Context: an optimization exercise on an open-source flow, tuned for small area, a short achievable clock period and few clock cycles per item. The choices shown serve that exercise and are no tape-out recipe. RTL that was checked went through simulation tests only; none was proved equivalent to the original. For run 1, only the layout was checked, not whether the RTL still works. The flow treats the clock pin as an ideal source, which a real chip does not have.

## flow/design.v (module list and top-level ports; edited modules follow where they fit)
// module square_root32: 896 lines
module square_root32(
		input wire iCLOCK,
		input wire inRESET,
		input wire iDATA_REQ,
		output wire oDATA_BUSY,
		input wire [31:0] iDATA,
		output wire oDATA_VALID,
		input wire iDATA_BUSY,
		output wire [15:0] oDATA
	);
  // ...
==> flow/flow/run.sh <==
#!/bin/bash
bash standard.sh SETUP_SLACK_MARGIN=10.9 BUFFER_PORTS_ARGS='-buffer_cell sky130_fd_sc_hd__buf_1' finish > standard.log 2>&1
==> flow/standard.sh <==
#!/bin/bash
# synth_recipe.tcl (not shown) runs the flow's synth.tcl, then flattens the netlist and writes it again
# the make line also repeats each setting of config.mk as NAME=value (left out here)
make -C /OpenROAD-flow-scripts/flow DESIGN_CONFIG=/design/flow/config.mk WORK_HOME=/design/flow/orfs CLKGATE_MAP_FILE= SYNTH_SCRIPT=/design/flow/synth_recipe.tcl "${@:-finish}"
==> flow/config.mk <==
export PLATFORM = sky130hd
export DESIGN_NAME = square_root32
export DESIGN_NICKNAME = square_root32
export VERILOG_FILES = /design/flow/design.v
export SDC_FILE = /design/flow/constraint.sdc
export NUM_CORES = 4
export LEC_CHECK = 0
export ABC_AREA = 1
export CAP_MARGIN = 20
export CORE_MARGIN = 2
export CORE_UTILIZATION = 55
export CTS_BUF_LIST = sky130_fd_sc_hd__clkbuf_16
export CTS_CLUSTER_DIAMETER = 80
export CTS_CLUSTER_SIZE = 28
export SLEW_MARGIN = 20
==> flow/constraint.sdc <==
create_clock -name core_clock -period 15.0 [get_ports {iCLOCK}]
set_input_delay 3.0000 -clock core_clock [delete_from_list [all_inputs] [get_ports {iCLOCK}]]
set_output_delay 3.0000 -clock core_clock [all_outputs]
set_load 0.01 [all_outputs]
==> reports/metrics.csv, run 1 <==
metric,value,unit
maxcap violations,0,
Min-Delay Endpoint,x8[7],
"Largest area class, layout",multi-input combinational cells,
critical path arrival,4.70,ns
IO Port Bufs,53,
final worst setup slack,10.54,ns
number of synthesized flops with an enable pin,181,
Starting Density,55.8,%
largest net degree at the start of global routing,104,
Tapcell Cnt,285,
status,no timing/DRC/antenna violations,
hold buffers post-CTS,0,
Simple-Gate Fraction of Synth Area,22.1,%
Max clock buf depth,3,
post-synthesis xor/xnor area fraction,5.01,%
post-place setup slack,10.0,ns
fmax,224,MHz
Crit path max-delay family,simple AND/OR/NAND/NOR gates,
Fin Hold WS,0.411,ns
grt met3 use,2.34,%
Cells after DPL,1784,
Slew @ Worst Pin,0.887,ns
Routed Antenna Nets,0,
==> run 2: changes to the inputs <==
--- a/flow/design.v
+++ b/flow/design.v
@@ -14,16 +14,17 @@
 	reg b_out_valid;
 	reg [15:0] b_out_data;
 	wire adv = !b_skid_valid;
 	reg b_v1;
 	reg b_v2;
 	reg b_v3;
 	reg b_v4;
 	reg b_v5;
+	reg b_v6;
 	wire [31:0] x0;
 	wire [0:0] q1;
 	wire [1:0] r1;
 	wire [29:0] x1;
 	reg [1:0] qn2;
 	wire [1:0] q2 = ~qn2;
 	reg [2:0] r2;
 	reg [27:0] x2;
@@ -45,26 +46,27 @@
 	wire [17:0] x7;
 	reg [7:0] qn8;
 	wire [7:0] q8 = ~qn8;
 	reg [8:0] r8;
 	reg [15:0] x8;
 	wire [8:0] q9;
 	wire [9:0] r9;
 	wire [13:0] x9;
-	wire [9:0] q10;
-	wire [10:0] r10;
-	wire [11:0] x10;
-	reg [10:0] qn11;
-	wire [10:0] q11 = ~qn11;
-	reg [11:0] r11;
-	reg [9:0] x11;
-	wire [11:0] q12;
-	wire [12:0] r12;
-	wire [7:0] x12;
+	reg [9:0] qn10;
+	wire [9:0] q10 = ~qn10;
+	reg [10:0] r10;
+	reg [11:0] x10;
+	wire [10:0] q11;
+	wire [11:0] r11;
+	wire [9:0] x11;
+	reg [11:0] qn12;
+	wire [11:0] q12 = ~qn12;
+	reg [12:0] r12;
+	reg [7:0] x12;
 	wire [12:0] q13;
 	wire [13:0] r13;
 	wire [5:0] x13;
 	reg [13:0] qn14;
 	wire [13:0] q14 = ~qn14;
 	reg [14:0] r14;
 	reg [3:0] x14;
 	wire [14:0] q15;
@@ -412,19 +414,23 @@
 	assign d9[6] = t9[6] ^ (sn9[6] ^ h9_12g);
 	assign d9[7] = t9[7] ^ (sn9[7] ^ h9_16g);
 	assign d9[8] = t9[8] ^ (sn9[8] ^ h9_10g);
 	assign d9[9] = t9[9] ^ (sn9[9] ^ h9_17g);
 	assign d9[10] = t9[10] ^ (sn9[10] ^ h9_13g);
 	assign d9[11] = t9[11] ^ (sn9[11] ^ h9_18g);
 	assign d9[12] = ~h9_11g;
 	wire ge9 = !d9[12];
-	assign q10 = {q9, ge9};
-	assign r10 = (ge9 ? d9[10:0] : t9[10:0]);
-	assign x10 = x9[11:0];
+	always @(posedge iCLOCK) begin
+		if (adv) begin
+			qn10 <= ~{q9, ge9};
+			r10 <= (ge9 ? d9[10:0] : t9[10:0]);
+			x10 <= x9[11:0];
+		end
+	end
 	wire [12:0] t10 = {r10, x10[11:10]};
 	wire [12:0] sn10 = {1'b1, ~q10, 2'b10};
 	wire h10_1g = (t10[1] & sn10[1]) | ((t10[1] | sn10[1]) & (t10[0] | sn10[0]));
 	wire h10_1p = (t10[1] | sn10[1]) & 1'b0;
 	wire h10_2g = (t10[3] & sn10[3]) | ((t10[3] | sn10[3]) & (t10[2] & sn10[2]));
 	wire h10_2p = (t10[3] | sn10[3]) & (t10[2] | sn10[2]);
 	wire h10_3g = (t10[5] & sn10[5]) | ((t10[5] | sn10[5]) & (t10[4] & sn10[4]));
 	wire h10_3p = (t10[5] | sn10[5]) & (t10[4] | sn10[4]);
@@ -471,23 +477,19 @@
 	assign d10[7] = t10[7] ^ (sn10[7] ^ h10_16g);
 	assign d10[8] = t10[8] ^ (sn10[8] ^ h10_10g);
 	assign d10[9] = t10[9] ^ (sn10[9] ^ h10_17g);
 	assign d10[10] = t10[10] ^ (sn10[10] ^ h10_13g);
 	assign d10[11] = t10[11] ^ (sn10[11] ^ h10_18g);
 	assign d10[12] = t10[12] ^ (sn10[12] ^ h10_11g);
 	assign d10[13] = ~h10_19g;
 	wire ge10 = !d10[13];
-	always @(posedge iCLOCK) begin
-		if (adv) begin
-			qn11 <= ~{q10, ge10};
-			r11 <= (ge10 ? d10[11:0] : t10[11:0]);
-			x11 <= x10[9:0];
-		end
-	end
+	assign q11 = {q10, ge10};
+	assign r11 = (ge10 ? d10[11:0] : t10[11:0]);
+	assign x11 = x10[9:0];
 	wire [13:0] t11 = {r11, x11[9:8]};
 	wire [13:0] sn11 = {1'b1, ~q11, 2'b10};
 	wire h11_1g = (t11[1] & sn11[1]) | ((t11[1] | sn11[1]) & (t11[0] | sn11[0]));
 	wire h11_1p = (t11[1] | sn11[1]) & 1'b0;
 	wire h11_2g = (t11[3] & sn11[3]) | ((t11[3] | sn11[3]) & (t11[2] & sn11[2]));
 	wire h11_2p = (t11[3] | sn11[3]) & (t11[2] | sn11[2]);
 	wire h11_3g = (t11[5] & sn11[5]) | ((t11[5] | sn11[5]) & (t11[4] & sn11[4]));
 	wire h11_3p = (t11[5] | sn11[5]) & (t11[4] | sn11[4]);
@@ -539,19 +541,23 @@
 	assign d11[8] = t11[8] ^ (sn11[8] ^ h11_11g);
 	assign d11[9] = t11[9] ^ (sn11[9] ^ h11_19g);
 	assign d11[10] = t11[10] ^ (sn11[10] ^ h11_14g);
 	assign d11[11] = t11[11] ^ (sn11[11] ^ h11_20g);
 	assign d11[12] = t11[12] ^ (sn11[12] ^ h11_12g);
 	assign d11[13] = t11[13] ^ (sn11[13] ^ h11_21g);
 	assign d11[14] = ~h11_15g;
 	wire ge11 = !d11[14];
-	assign q12 = {q11, ge11};
-	assign r12 = (ge11 ? d11[12:0] : t11[12:0]);
-	assign x12 = x11[7:0];
+	always @(posedge iCLOCK) begin
+		if (adv) begin
+			qn12 <= ~{q11, ge11};
+			r12 <= (ge11 ? d11[12:0] : t11[12:0]);
+			x12 <= x11[7:0];
+		end
+	end
 	wire [14:0] t12 = {r12, x12[7:6]};
 	wire [14:0] sn12 = {1'b1, ~q12, 2'b10};
 	wire h12_1g = (t12[1] & sn12[1]) | ((t12[1] | sn12[1]) & (t12[0] | sn12[0]));
 	wire h12_1p = (t12[1] | sn12[1]) & 1'b0;
 	wire h12_2g = (t12[3] & sn12[3]) | ((t12[3] | sn12[3]) & (t12[2] & sn12[2]));
 	wire h12_2p = (t12[3] | sn12[3]) & (t12[2] | sn12[2]);
 	wire h12_3g = (t12[5] & sn12[5]) | ((t12[5] | sn12[5]) & (t12[4] & sn12[4]));
 	wire h12_3p = (t12[5] | sn12[5]) & (t12[4] | sn12[4]);
@@ -870,26 +876,30 @@
 	always @(posedge iCLOCK or negedge inRESET) begin
 		if (!inRESET) b_v4 <= 1'b0;
 		else if (adv) b_v4 <= b_v3;
 	end
 	always @(posedge iCLOCK or negedge inRESET) begin
 		if (!inRESET) b_v5 <= 1'b0;
 		else if (adv) b_v5 <= b_v4;
 	end
+	always @(posedge iCLOCK or negedge inRESET) begin
+		if (!inRESET) b_v6 <= 1'b0;
+		else if (adv) b_v6 <= b_v5;
+	end
 	wire out_free = !b_out_valid || !iDATA_BUSY;
 	always @(posedge iCLOCK or negedge inRESET) begin
 		if (!inRESET) begin
 			b_out_valid <= 1'b0;
 			b_skid_valid <= 1'b0;
 		end else if (out_free) begin
-			b_out_valid <= b_skid_valid || b_v5;
+			b_out_valid <= b_skid_valid || b_v6;
 			b_skid_valid <= 1'b0;
 		end else if (!b_skid_valid) begin
-			b_skid_valid <= b_v5;
+			b_skid_valid <= b_v6;
 		end
 	end
 	always @(posedge iCLOCK) begin
 		if (out_free) b_out_data <= b_skid_valid ? b_skid_data : res;
 		if (!b_skid_valid) b_skid_data <= res;
 	end
 	assign oDATA_BUSY = b_skid_valid;
 	assign oDATA_VALID = b_out_valid;
==> flow/flow/run.sh (replaced) <==
#!/bin/bash
# The standard layout (standard.sh, unchanged synthesis and steps), with:
# - a larger setup margin for ORFS's timing repair, so that repair works
#   towards a shorter achieved period;
# - port buffers of the smallest buffer cell (repair upsizes them as needed);
bash standard.sh SETUP_SLACK_MARGIN=11.1 BUFFER_PORTS_ARGS='-buffer_cell sky130_fd_sc_hd__buf_1' POST_CTS_TCL="$(pwd)/flow/flatten_clk.tcl" finish > standard.log 2>&1
==> flow/flow/flatten_clk.tcl (new file) <==
# Remove the clock tree's intermediate level: the root clock buffer then
# drives the leaf clock buffers directly. Every register keeps the same
# number of buffers (two) between the clock port and its clock pin.
set block [ord::get_db_block]
set root [$block findInst clkbuf_0_iCLOCK]
set rootnet [[$root findITerm X] getNet]
set mids {}
foreach it [$rootnet getITerms] {
  set inst [$it getInst]
  if {$inst eq $root} continue
  if {[string match "clkbuf_leaf_*" [$inst getName]]} continue
  lappend mids $inst
}
foreach inst $mids {
  if {![string match "clkbuf_*" [$inst getName]]} { error "unexpected load [$inst getName] on the root clock net" }
  set onet [[$inst findITerm X] getNet]
  set loads {}
  foreach it [$onet getITerms] { if {[$it getInst] ne $inst} { lappend loads $it } }
  set dummies {}
  foreach it $loads {
    if {[string match "clkload*" [[$it getInst] getName]]} { lappend dummies [$it getInst]; continue }
    if {![string match "clkbuf_leaf_*" [[$it getInst] getName]]} { error "unexpected load [[$it getInst] getName]" }
    $it disconnect
    $it connect $rootnet
  }
  puts "flatten_clk: removed [$inst getName], moved [llength $loads] leaf buffers to [$rootnet getName]"
  foreach d $dummies {
    puts "flatten_clk: removed dummy load [$d getName]"
    odb::dbInst_destroy $d
  }
  odb::dbInst_destroy $inst
  odb::dbNet_destroy $onet
}
==> flow/config.mk (replaced) <==
export PLATFORM = sky130hd
export DESIGN_NAME = square_root32
export DESIGN_NICKNAME = square_root32
export VERILOG_FILES = /design/flow/design.v
export SDC_FILE = /design/flow/constraint.sdc
export NUM_CORES = 4
export LEC_CHECK = 0
export ABC_AREA = 1
export CAP_MARGIN = 20
export CORE_MARGIN = 2
export CORE_UTILIZATION = 68
export CTS_BUF_LIST = sky130_fd_sc_hd__clkbuf_16
export CTS_CLUSTER_DIAMETER = 80
export CTS_CLUSTER_SIZE = 28
export SLEW_MARGIN = 20
==> run 2 against run 1 <==
  * Critical path depth is 29 lower
  * Clock skew shrank 0.0040 ns
  * Die area down 10%
  * Worst setup slack gained 0.52 ns
  * First-iteration DRC count rose by 8.8%
  * Sequential cell count increased by 34
  * Clock-buffer cell count down 2
  * Non-clock buffer count down 151
  * Fmax increased by 13%
==> reports/metrics.csv, run 2 <==
metric,value,unit,change
CTS tree,yes,,
RSZ-0062 raised after global routing,yes,,
Worst Hold Depth,0,,
slowest stage cell on the critical path,edfxtp_1,,
most frequent cells in the layout,"nand2_1 (423), inv_1 (252), edfxtp_1 (214)",,
Ys Warns,1,,
Routed WL,24400,um,
largest net degree at the start of global routing,127,,+22%
multi-input logic area,5910,um^2,
first-pass iteration count of the detailed router,5,,
register area,6950,um^2,
Min-Delay Endpoint,x8[5],,
first-pass GRT wire length,40800,um,
final worst setup slack,11.06,ns,+0.523 ns
final hold violation count,0,,
endpoints failing setup,0,,
GR Util All Layers,23.5,%,
Die ar.,21600,um^2,
Reg2Reg Depth,21,,
status,no timing/DRC/antenna violations,,
via count,9819,,
Ports,54,,
TritonCTS Sinks,238,,
number of synthesized flops with an enable pin,214,,+18%
CP endpoint kind,output port,,
Mapped Nets,1655,,
post-place setup slack,10.99,ns,+0.987 ns
grt ovf,0,,
via density per instance,5.18,,
Synth cell types,50,,
R2R setup slack,11.30,ns,
setup_tns,0,ns,
fmax,254,MHz,+13%
max-slew violations,0,,
CP peak stage delay,0.38,ns,
Placer Congestion,0.855,,
Starting Density,69.0,%,+13 points
die width,147,um,
Fin Hold WS,0.426,ns,+0.0152 ns
antenna diode count,0,,
IO Port Bufs,53,,unchanged
"flops & latches, synth",238,,
number of flip-flops in the largest register,28,,
post-synth top area share,46.1,%,
Buf/Inv on CP,1,,
synthesized area per cell,8.99,um^2,
"count leader, synth",nand2_1,,
initial antenna violation count,0,,
CP Class,flip-flop to output port,,
latest clock arrival within the worst-skew pair,0.43,ns,
Cells after Synth,1549,,
synthesis-to-layout area growth,7.31,%,
Worst Path Max Fanout,1,,
Synth area leader,edfxtp_1,,
reg-to-reg endpoint,r8[5],,
Main synth FF type,edfxtp_1,,
clk slew on worst S/H paths,0.10,ns,
HPWL after detailed placement,18000,um,
Worst R2R Start,qn5[0],,
Final Skew,0.0157,ns,
Routed Antenna Nets,0,,unchanged
register area share after synthesis,49.9,%,
Slew Limit Headroom,34.4,%,
critical path arrival,0.94,ns,-3.76 ns
DRT iter0 DRCs,617,,
Layout fillers,1498,,
number of global-route vias before repair,8870,,
layout cells sized above 1,7.94,%,
"most common cell after layout, fill and taps aside",nand2_1,,
worst path cell trace,clkbuf_2,,
Hold Path Origin,x5[5],,
"Req. time, crit path",12.00,ns,
die height,147,um,
Post-Synthesis Cell Area,13900,um^2,
Routed WL per cell,12.9,um,
row count,52,,
async set or reset register ratio after synthesis,3.36,%,
Core Area,20200,um^2,
Synth top cells by count,"nand2_1 (424), inv_1 (252), edfxtp_1 (214)",,
Total Nets Final,1726,,
Period minus WS final,3.94,ns,
Startpoint Class,flip-flop,,
maxcap violations,0,,unchanged
Final Cycle Share,26.3,%,
worst hold path type,flip-flop to flip-flop,,
Biggest register,x2,,
Crit path max-delay family,flip-flops,,
synth top area cells,"edfxtp_1 (46%), nand2_1 (11%), inv_1 (6.8%)",,
drt drc,0,,
biggest regs,"x2 x28, x5 x22",,
Slew @ Worst Pin,0.984,ns,+0.0967 ns
## run 2: cell types whose count changed in the layout (fill, tap and decap cells not counted), sizes merged, moves of 7 or more
cell / delta
a21oi: +21
nor2: +18
xor2: -9
nand4: -7
edfxtp: +33
inv: +31
nand3: +27
o21ai: -7
buf: -166
nand2: -23
clkbuf: +14
## run 2: how the worst max path moves through the flow
| stage | start | endpoint | slack (ns) | cells after the start |
|---|---|---|---|---|
| final | b_out_data[2] | oDATA[2] | 11.06 | 1 |
| after global placement | iDATA[28] | r2[0] | 11.00 | 6 |
| after floorplan | iDATA[28] | r2[0] | 11.13 | 5 |
| after global routing | b_out_data[2] | oDATA[2] | 11.01 | 1 |
| after detailed placement | iDATA[28] | r2[0] | 10.99 | 6 |
## run 2: logic make-up (layout without fill, tap and decap cells)
family	Yosys count	after routing	share of synthesized area, %
AO/OA/AOI/OAI	205	205	8.07
XOR/XNOR	64	64	4.03
adder cells (fa/ha/maj)	70	70	8.55
buffers and inverters	283	358	8.17
flip-flops	238	238	49.9
AND/OR/NAND/NOR	689	689	21.3
## run 2: routing by layer
metal  GRT usage, %  vias to the layer above  wire length (um)
met3           3.26                       37              1010
met4           9.33                        0               525
met1           32.7                     4442             11400
li1               -                     5132                 -
met5              0                        -                 0
met2           38.1                      208             11500
## run 2: cell type report
class	count	area share, %
Clock buffer	11	1.84
Clock inverter	6	0.377
Inverter	262	6.69
Multi-Input combinational cell	1028	39.6
Sequential cell	238	46.5
Tap cell	270	2.26
Timing Repair Buffer	79	2.78
## run 2: per-stage QoR
stage	instance area (um^2)	std cells	util (%)
finish	14900	1894	74.1
global route	14900	1894	74.1
detailed placement	14300	1854	71.1
global placement	14300	1854	71.1
floorplan	13900	1549	-
Testbench counts of run 2, summed over its fixed seeds: cycles 12,056, items 12,000.
==> run 3: changes to the inputs <==
==> flow/flow/run.sh (replaced) <==
#!/bin/bash
# The standard layout (standard.sh, unchanged synthesis and steps), with:
# - a larger setup margin for ORFS's timing repair, so that repair works
#   towards a shorter achieved period;
# - port buffers of the smallest buffer cell (repair upsizes them as needed);
bash standard.sh SETUP_SLACK_MARGIN=10.9 BUFFER_PORTS_ARGS='-buffer_cell sky130_fd_sc_hd__buf_1' POST_CTS_TCL="$(pwd)/flow/flatten_clk.tcl" finish > standard.log 2>&1
--- a/flow/config.mk
+++ b/flow/config.mk
@@ -12,4 +12,5 @@
 export CTS_BUF_LIST = sky130_fd_sc_hd__clkbuf_16
 export CTS_CLUSTER_DIAMETER = 80
 export CTS_CLUSTER_SIZE = 28
+export PLACE_DENSITY = 0.8
 export SLEW_MARGIN = 20
==> run 3 against run 2 <==
  * Fmax is 3.6% lower
  * Design area is 0.20% lower
  * Sequential share of layout area is 0.10 points higher
  * Synthesized cell count stayed put
  * Non-clock buffer count is 9 lower
  * Via count is 2.4% higher
  * Critical path type unchanged
  * Hold slack worse by 0.0011 ns
==> reports/metrics.csv, run 3 <==
metric,value,unit,change
status,no timing/DRC/antenna violations,,
Ys Warns,1,,unchanged
clk slew on worst S/H paths,0.10,ns,about the same
Total Nets Final,1717,,-0.52%
layout cells sized above 1,6.25,%,-1.7 points
initial antenna violation count,0,,unchanged
synthesis-to-layout area growth,7.10,%,
"Req. time, crit path",12.00,ns,about the same
Routed WL,25300,um,+3.8%
IO Port Bufs,53,,unchanged
Final Cycle Share,27.3,%,+0.99 points
latest clock arrival within the worst-skew pair,0.42,ns,about the same
synthesized area per cell,8.99,um^2,unchanged
Startpoint Class,flip-flop,,
number of global-route vias before repair,9362,,+5.5%
TritonCTS Sinks,238,,unchanged
Slew @ Worst Pin,0.914,ns,-0.0697 ns
endpoints failing setup,0,,unchanged
antenna diode count,0,,unchanged
setup_tns,0,ns,unchanged
first-pass iteration count of the detailed router,8,,+3
die height,147,um,unchanged
via count,10100,,+2.4%
DRT iter0 DRCs,692,,+12%
Slew Limit Headroom,39.0,%,+4.6 points
Final Skew,0.0199,ns,+0.00417 ns
Cells after Synth,1549,,unchanged
register area share after synthesis,49.9,%,unchanged
HPWL after detailed placement,18300,um,+1.8%
Starting Density,69.0,%,unchanged
Post-Synthesis Cell Area,13900,um^2,unchanged
row count,52,,unchanged
GR Util All Layers,24.6,%,+1.1 points
Biggest register,x2,,
Die ar.,21600,um^2,unchanged
post-synth top area share,46.1,%,unchanged
Synth cell types,50,,unchanged
Main synth FF type,edfxtp_1,,
Fin Hold WS,0.425,ns,-0.00110 ns
number of flip-flops in the largest register,28,,unchanged
Ports,54,,unchanged
number of synthesized flops with an enable pin,214,,unchanged
Routed WL per cell,13.4,um,+4.3%
async set or reset register ratio after synthesis,3.36,%,unchanged
"count leader, synth",nand2_1,,
largest net degree at the start of global routing,139,,+9.4%
Mapped Nets,1655,,unchanged
CP Class,flip-flop to output port,,
most frequent cells in the layout,"nand2_1 (423), inv_1 (252), edfxtp_1 (214)",,
Synth area leader,edfxtp_1,,
"most common cell after layout, fill and taps aside",nand2_1,,
max-slew violations,0,,unchanged
Routed Antenna Nets,0,,unchanged
Period minus WS final,4.09,ns,+0.149 ns
critical path arrival,1.09,ns,+0.15 ns
drt drc,0,,unchanged
grt ovf,0,,unchanged
RSZ-0062 raised after global routing,yes,,
Placer Congestion,0.854,,-0.16%
Core Area,20200,um^2,unchanged
CP endpoint kind,output port,,
worst hold path type,flip-flop to flip-flop,,
Layout fillers,1485,,-0.87%
final hold violation count,0,,unchanged
synth top area cells,"edfxtp_1 (46%), nand2_1 (11%), inv_1 (6.8%)",,
Synth top cells by count,"nand2_1 (424), inv_1 (252), edfxtp_1 (214)",,
CTS tree,yes,,
biggest regs,"x2 x28, x5 x22",,
die width,147,um,unchanged
"flops & latches, synth",238,,unchanged
first-pass GRT wire length,43000,um,+5.3%
maxcap violations,0,,unchanged
Worst Path Max Fanout,2,,+1
via density per instance,5.34,,+2.9%
fmax,245,MHz,-3.6%
## run 3: cell counts after synthesis
Identical to the previous run, type by type.
## run 3: per-stage QoR
| step | worst slack [ns] | instances | util (%) | instance area (um^2) |
|---|---|---|---|---|
| after global placement | 11.01 | 1853 | 71.1 | 14300 |
| after floorplan | 11.13 | 1549 | - | 13900 |
| after detailed placement | 10.91 | 1853 | 71.1 | 14300 |
| after global routing | 10.84 | 1885 | 73.9 | 14900 |
| final | 10.91 | 1885 | 73.9 | 14900 |
## run 3: kinds of logic (layout without fill, tap and decap cells)
group,count (synthesis),after routing,share of synthesized area [%]
adder cells (fa/ha/maj),70,70,8.55
AND/OR/NAND/NOR,689,689,21.3
XOR/XNOR,64,64,4.03
buffers and inverters,283,349,8.17
flip-flops,238,238,49.9
AO/OA/AOI/OAI,205,205,8.07
## run 3: critical path: stages, from the launching register on
cell and delay [ns]:
dfrtp_2 0.44, buf_12 0.13, buf_6 0.11
## run 3: metal layers
metal / up-vias / wire, um / GRT usage [%]
met5: - / 0 / 0
met4: 0 / 472 / 7.31
met3: 44 / 1150 / 4.32
met2: 261 / 12300 / 41.3
met1: 4621 / 11400 / 33.4
li1: 5132 / - / -
## run 3: path summary, 6_finish.rpt
check	slack [ns]	cells past startpoint	startpoint	endpoint
hold / removal	0.43	0	x2[10]	x5[10]
hold reg to reg	0.43	0	x2[10]	x5[10]
min in group asynchronous	2.48	1	inRESET	b_out_valid
setup reg to reg	11.11	21	qn5[0]	r8[7]
setup / recovery	10.91	2	b_skid_valid	oDATA_BUSY
max in group asynchronous	12.19	1	inRESET	b_skid_valid
## run 3: cell type report
type	instances	area [um^2]	share of cell area, %
Inverter	262	997	6.69
Clock inverter	5	70.1	0.470
Sequential cell	238	6950	46.6
Timing Repair Buffer	70	397	2.66
Tap cell	270	338	2.27
Multi-Input combinational cell	1028	5860	39.3
Clock buffer	12	300	2.01
==> run 4: changes to the inputs <==
--- a/flow/config.mk
+++ b/flow/config.mk
@@ -12,5 +12,4 @@
 export CTS_BUF_LIST = sky130_fd_sc_hd__clkbuf_16
 export CTS_CLUSTER_DIAMETER = 80
 export CTS_CLUSTER_SIZE = 28
-export PLACE_DENSITY = 0.8
 export SLEW_MARGIN = 20
==> run 4 against run 3 <==
  * Synthesized cell count did not move
  * Worst setup slack improved by 0.15 ns
  * Critical path depth fell by 1
  * Routed wire length fell by 4.7%
==> reports/metrics.csv, run 4 <==
metric,value,unit,change
status,no timing/DRC/antenna violations,,
register area share after synthesis,49.9,%,unchanged
grt met3 use,3.26,%,-1.1 points
via count,9805,,-2.5%
endpoints failing setup,0,,unchanged
Period minus WS final,3.94,ns,-0.151 ns
"flops & latches, synth",238,,unchanged
first-pass GRT wire length,40700,um,-5.2%
die width,147,um,unchanged
GR Util met2,37.9,%,-3.3 points
first-pass iteration count of the detailed router,4,,-4
final hold violation count,0,,unchanged
number of flip-flops in the largest register,28,,unchanged
setup_tns,0,ns,unchanged
IO Port Bufs,53,,unchanged
TritonCTS Sinks,238,,unchanged
post-layout util,73.2,%,-0.74 points
"most common cell after layout, fill and taps aside",nand2_1,,
fmax,254,MHz,+3.8%
CP Class,flip-flop to output port,,
Final Cycle Share,26.2,%,-1.0 points
most frequent cells in the layout,"nand2_1 (423), inv_1 (252), edfxtp_1 (214)",,
Routed Antenna Nets,0,,unchanged
GR met1 Demand/Resource,32.7,%,-0.72 points
Ports,54,,unchanged
"Req. time, crit path",12.00,ns,about the same
CP peak stage delay,0.38,ns,-0.06 ns
CP endpoint kind,output port,,
Biggest register,x2,,
grt peak-use layer,met2,,
RSZ-0062 raised after global routing,no,,
max-slew violations,0,,unchanged
Synth top cells by count,"nand2_1 (424), inv_1 (252), edfxtp_1 (214)",,
fin cells,1879,,-0.32%
Layout fillers,1517,,+2.2%
Cells after DPL,1854,,+0.054%
via density per instance,5.22,,-2.2%
Placer Congestion,0.855,,+0.16%
Total Nets Final,1711,,-0.35%
Cells after Synth,1549,,unchanged
clk slew on worst S/H paths,0.10,ns,about the same
critical path arrival,0.94,ns,-0.15 ns
multi-input logic area,5870,um^2,about the same
Buf/Inv on CP,1,,-1
number of global-route vias before repair,8858,,-5.4%
Mapped Nets,1655,,unchanged
layout cells sized above 1,5.78,%,-0.47 points
slowest stage cell on the critical path,edfxtp_1,,
Synth cell types,50,,unchanged
synthesized area per cell,8.99,um^2,unchanged
Starting Density,69.0,%,unchanged
row count,52,,unchanged
Routed WL,24100,um,-4.7%
antenna diode count,0,,unchanged
DRT iter0 DRCs,649,,-6.2%
Ys Warns,1,,unchanged
Routed WL per cell,12.8,um,-4.3%
synthesis-to-layout area growth,6.02,%,
Core Area,20200,um^2,unchanged
Die ar.,21600,um^2,unchanged
Slew @ Worst Pin,0.981,ns,+0.0666 ns
Post-Synthesis Cell Area,13900,um^2,unchanged
async set or reset register ratio after synthesis,3.36,%,unchanged
HPWL after detailed placement,18000,um,-1.7%
drt drc,0,,unchanged
Startpoint Class,flip-flop,,
biggest regs,"x2 x28, x5 x22",,
"count leader, synth",nand2_1,,
maxcap violations,0,,unchanged
Synth area leader,edfxtp_1,,
latest clock arrival within the worst-skew pair,0.43,ns,about the same
die height,147,um,unchanged
synth top area cells,"edfxtp_1 (46%), nand2_1 (11%), inv_1 (6.8%)",,
worst hold path type,flip-flop to flip-flop,,
GR Util All Layers,23.5,%,-1.2 points
Slew Limit Headroom,34.6,%,-4.4 points
initial antenna violation count,0,,unchanged
number of synthesized flops with an enable pin,214,,unchanged
Crit path max-delay family,flip-flops,,
Main synth FF type,edfxtp_1,,
register area,6950,um^2,about the same
largest net degree at the start of global routing,127,,-8.6%
Final Skew,0.0177,ns,-0.00223 ns
worst path cell trace,buf_1,,
Worst Path Max Fanout,1,,-1
grt ovf,0,,unchanged
CTS tree,yes,,
post-synth top area share,46.1,%,unchanged
==> run 4: cell types whose count changed in the layout (fill, tap and decap cells not counted), moves of 2 or more <==
| cell | change |
|---|---|
| inv_12 | -2 |
| bufbuf_16 | -2 |
| buf_4 | -3 |
| inv_8 | +2 |
==> run 4: worst paths after layout <==
path                                    start        to  slack [ns]  depth (start not counted)
worst min register to register          x5[5]     x8[5]        0.43                          0
worst max-delay path            b_out_data[2]  oDATA[2]       11.06                          1
worst min-delay path                    x5[5]     x8[5]        0.43                          0
worst max register to register         qn5[0]     r8[7]       11.14                         22
min in group asynchronous             inRESET      b_v1        2.47                          1
max in group asynchronous             inRESET      b_v6       12.22                          1
==> run 4: cells by family after synthesis <==
group,Yosys count,share of synthesized area [%]
and+or+nand+nor,689,21.3
buffers and inverters,283,8.17
DFF,238,49.9
AOI/OAI and AO/OA,205,8.07
adders and majority gates,70,8.55
xor gates and xnor gates,64,4.03
==> run 4: layout make-up <==
type | instances | share of cell area, %
Clock buffer | 11 | 1.86
Clock inverter | 6 | 0.381
Inverter | 262 | 6.75
Multi-Input combinational cell | 1028 | 39.7
Sequential cell | 238 | 47.1
Tap cell | 270 | 2.29
Timing Repair Buffer | 64 | 1.91
==> run 4: metrics by stage <==
step                      setup WS [ns]  hold WS (ns)  instance area (um^2)
after floorplan                   11.13         0.400                 13900
after global placement            11.00         0.401                 14300
after detailed placement          10.99         0.405                 14300
after global routing              10.89         0.433                 14800
final                             11.06         0.426                 14800
==> run 4: layer usage <==
layer / vias up / share of wire, %
met5: - / 0
met4: 0 / 2.3
met3: 39 / 3.9
met2: 194 / 47
met1: 4466 / 47
li1: 5106 / -
==> run 5: changes to the inputs <==
--- a/flow/config.mk
+++ b/flow/config.mk
@@ -10,6 +10,6 @@
 export CORE_MARGIN = 2
 export CORE_UTILIZATION = 68
 export CTS_BUF_LIST = sky130_fd_sc_hd__clkbuf_16
-export CTS_CLUSTER_DIAMETER = 80
-export CTS_CLUSTER_SIZE = 28
+export CTS_CLUSTER_DIAMETER = 70
+export CTS_CLUSTER_SIZE = 22
 export SLEW_MARGIN = 20
==> run 5 against run 4 <==
  * Cell count rose by 0.32%
  * Area after synthesis stayed put
  * Sequential cell count stayed put
==> reports/metrics.csv, run 5 <==
metric,value,unit,change
CP peak stage delay,0.37,ns,about the same
setup_tns,0,ns,unchanged
initial antenna violation count,0,,unchanged
largest net degree at the start of global routing,127,,unchanged
Routed Antenna Nets,0,,unchanged
layout cells sized above 1,6.07,%,+0.29 points
"flops & latches, synth",238,,unchanged
synthesis-to-layout area growth,6.66,%,
"most common cell after layout, fill and taps aside",nand2_1,,
Synth cell types,50,,unchanged
first-pass iteration count of the detailed router,6,,+2
die width,147,um,unchanged
status,no timing/DRC/antenna violations,,
GR Util All Layers,24.1,%,+0.63 points
reg-to-reg endpoint,r8[7],,
critical path arrival,0.95,ns,about the same
antenna diode count,0,,unchanged
number of flip-flops in the largest register,28,,unchanged
synthesized area per cell,8.99,um^2,unchanged
clk slew on worst S/H paths,0.09,ns,about the same
Slew Limit Headroom,34.5,%,-0.15 points
CP Class,flip-flop to output port,,
Startpoint Class,flip-flop,,
Routed WL per cell,13.0,um,+1.5%
Total Nets Final,1714,,+0.18%
post-synth top area share,46.1,%,unchanged
multi-input logic area,5870,um^2,unchanged
number of global-route vias before repair,9044,,+2.1%
Synth top cells by count,"nand2_1 (424), inv_1 (252), edfxtp_1 (214)",,
Mapped Nets,1655,,unchanged
Worst R2R Start,qn5[0],,
Buf/Inv on CP,1,,unchanged
"Req. time, crit path",12.00,ns,about the same
DRT iter0 DRCs,582,,-10%
HPWL after detailed placement,18000,um,unchanged
Ys Warns,1,,unchanged
Layout fillers,1501,,-1.1%
die height,147,um,unchanged
worst hold path type,flip-flop to flip-flop,,
biggest regs,"x2 x28, x5 x22",,
max-slew violations,0,,unchanged
Core Area,20200,um^2,unchanged
fmax,253,MHz,-0.27%
Reg2Reg Depth,22,,unchanged
Period minus WS final,3.95,ns,+0.0105 ns
post-place setup slack,10.99,ns,unchanged
Die ar.,21600,um^2,unchanged
CTS tree,yes,,
"count leader, synth",nand2_1,,
R2R setup slack,11.15,ns,about the same
first-pass GRT wire length,41500,um,+2.0%
RSZ-0062 raised after global routing,yes,,
Cells after Synth,1549,,unchanged
Worst Hold Depth,0,,unchanged
worst path cell trace,buf_1,,
Min-Delay Endpoint,x12[5],,
Crit path max-delay family,flip-flops,,
final worst setup slack,11.05,ns,-0.0105 ns
TritonCTS Sinks,238,,unchanged
Worst Path Max Fanout,1,,unchanged
slowest stage cell on the critical path,edfxtp_1,,
Main synth FF type,edfxtp_1,,
most frequent cells in the layout,"nand2_1 (423), inv_1 (253), edfxtp_1 (214)",,
endpoints failing setup,0,,unchanged
Ports,54,,unchanged
latest clock arrival within the worst-skew pair,0.45,ns,+0.02 ns
grt ovf,0,,unchanged
Final Cycle Share,26.3,%,+0.070 points
Final Skew,0.0134,ns,-0.00424 ns
via density per instance,5.25,,+0.70%
Biggest register,x2,,
Hold Path Origin,x10[5],,
CP endpoint kind,output port,,
Synth area leader,edfxtp_1,,
register area share after synthesis,49.9,%,unchanged
Starting Density,69.0,%,unchanged
Post-Synthesis Cell Area,13900,um^2,unchanged
IO Port Bufs,53,,unchanged
row count,52,,unchanged
Placer Congestion,0.855,,unchanged
drt drc,0,,unchanged
async set or reset register ratio after synthesis,3.36,%,unchanged
Slew @ Worst Pin,0.983,ns,+0.00224 ns
number of synthesized flops with an enable pin,214,,unchanged
maxcap violations,0,,unchanged
register area,6950,um^2,unchanged
synth top area cells,"edfxtp_1 (46%), nand2_1 (11%), inv_1 (6.8%)",,
Routed WL,24600,um,+1.8%
via count,9905,,+1.0%
final hold violation count,0,,unchanged
-- run 5: cell counts after synthesis --
Identical to the previous run, type by type.
-- run 5: logic make-up (layout without fill, tap and decap cells) --
group / count (synthesis) / count (layout) / share of synthesized area (%)
XOR/XNOR: 64 / 64 / 4.03
buffers and inverters: 283 / 349 / 8.17
flip-flops: 238 / 238 / 49.9
adder cells (fa/ha/maj): 70 / 70 / 8.55
AND/OR/NAND/NOR: 689 / 689 / 21.3
AO/OA/AOI/OAI: 205 / 205 / 8.07
-- run 5: area by class of cell --
| type | count | area share, % |
|---|---|---|
| well taps | 270 | 2.27 |
| clock inverters | 9 | 0.472 |
| repair buffers | 64 | 1.90 |
| flip-flops and latches | 238 | 46.8 |
| clock buffers | 14 | 2.36 |
| inverters | 262 | 6.71 |
| multi-input cells | 1028 | 39.5 |
-- run 5: routing by layer --
metal | part of all wire, % | wire length, um | global-route usage, % | vias to the layer above
li1 | - | - | - | 5125
met1 | 46 | 11400 | 32.7 | 4536
met2 | 47 | 11600 | 39.2 | 200
met3 | 4.6 | 1140 | 5.06 | 44
met4 | 2.0 | 486 | 8.22 | 0
met5 | 0 | 0 | 0 | -
-- run 5: worst max-delay path by stage --
| stage | from | endpoint | slack, ns | cells after the start |
|---|---|---|---|---|
| 2_1_floorplan | iDATA[28] | r2[0] | 11.13 | 5 |
| 3_3_place_gp | iDATA[28] | r2[0] | 11.00 | 6 |
| 6_report | b_out_data[13] | oDATA[13] | 11.05 | 1 |
| 3_5_place_dp | iDATA[28] | r2[0] | 10.99 | 6 |
| 5_1_grt | x5[20] | r8[7] | 10.88 | 24 |
-- run 5: per-stage QoR --
stage	area (um^2)	cells	util [%]	hold WS (ns)
finish	14900	1885	73.6	0.422
global route	14900	1885	73.6	0.429
detailed placement	14300	1854	71.1	0.405
global placement	14300	1854	71.1	0.401
floorplan	13900	1549	-	0.400

## separate check: timing with driven ports
How much do the figures lean on ideal ports? The routed layouts below were timed once more, with nothing changed but the port constraints. Step 1: set_driving_cell puts a clkbuf_16 on iCLOCK and a buf_2 on each other input, an assumption about the parent block. Step 2 times the ports against the registers' clock, not the clock port: input delays grow and output delays shrink by t, the midpoint of the rising clock arrivals with the driver on. Slacks: ideal ports / drivers / drivers and shift; pairs: ideal ports / drivers.
run	shift t [ns]	setup WS [ns]	hold slack, ns	worst setup path at the end	worst data-port slew with drivers (ns)
run 1	0.522	10.538 / 10.538 / 10.538	0.411 / 0.411 / 0.411	register to register	0.04
run 2	0.467	11.060 / 11.016 / 10.988	0.426 / 0.426 / 0.426	input to register	0.03
run 3	0.456	10.912 / 10.868 / 10.912	0.425 / 0.425 / 0.425	input to register	0.03
run 4	0.467	11.063 / 11.019 / 10.988	0.426 / 0.426 / 0.426	input to register	0.03
run 5	0.487	11.052 / 11.007 / 10.994	0.422 / 0.422 / 0.422	input to register	0.03
After both steps setup and hold are still met in every run listed. The setup slack of run 4, which loses most, moves by -0.044 ns with the drivers and by -0.075 ns with both steps.
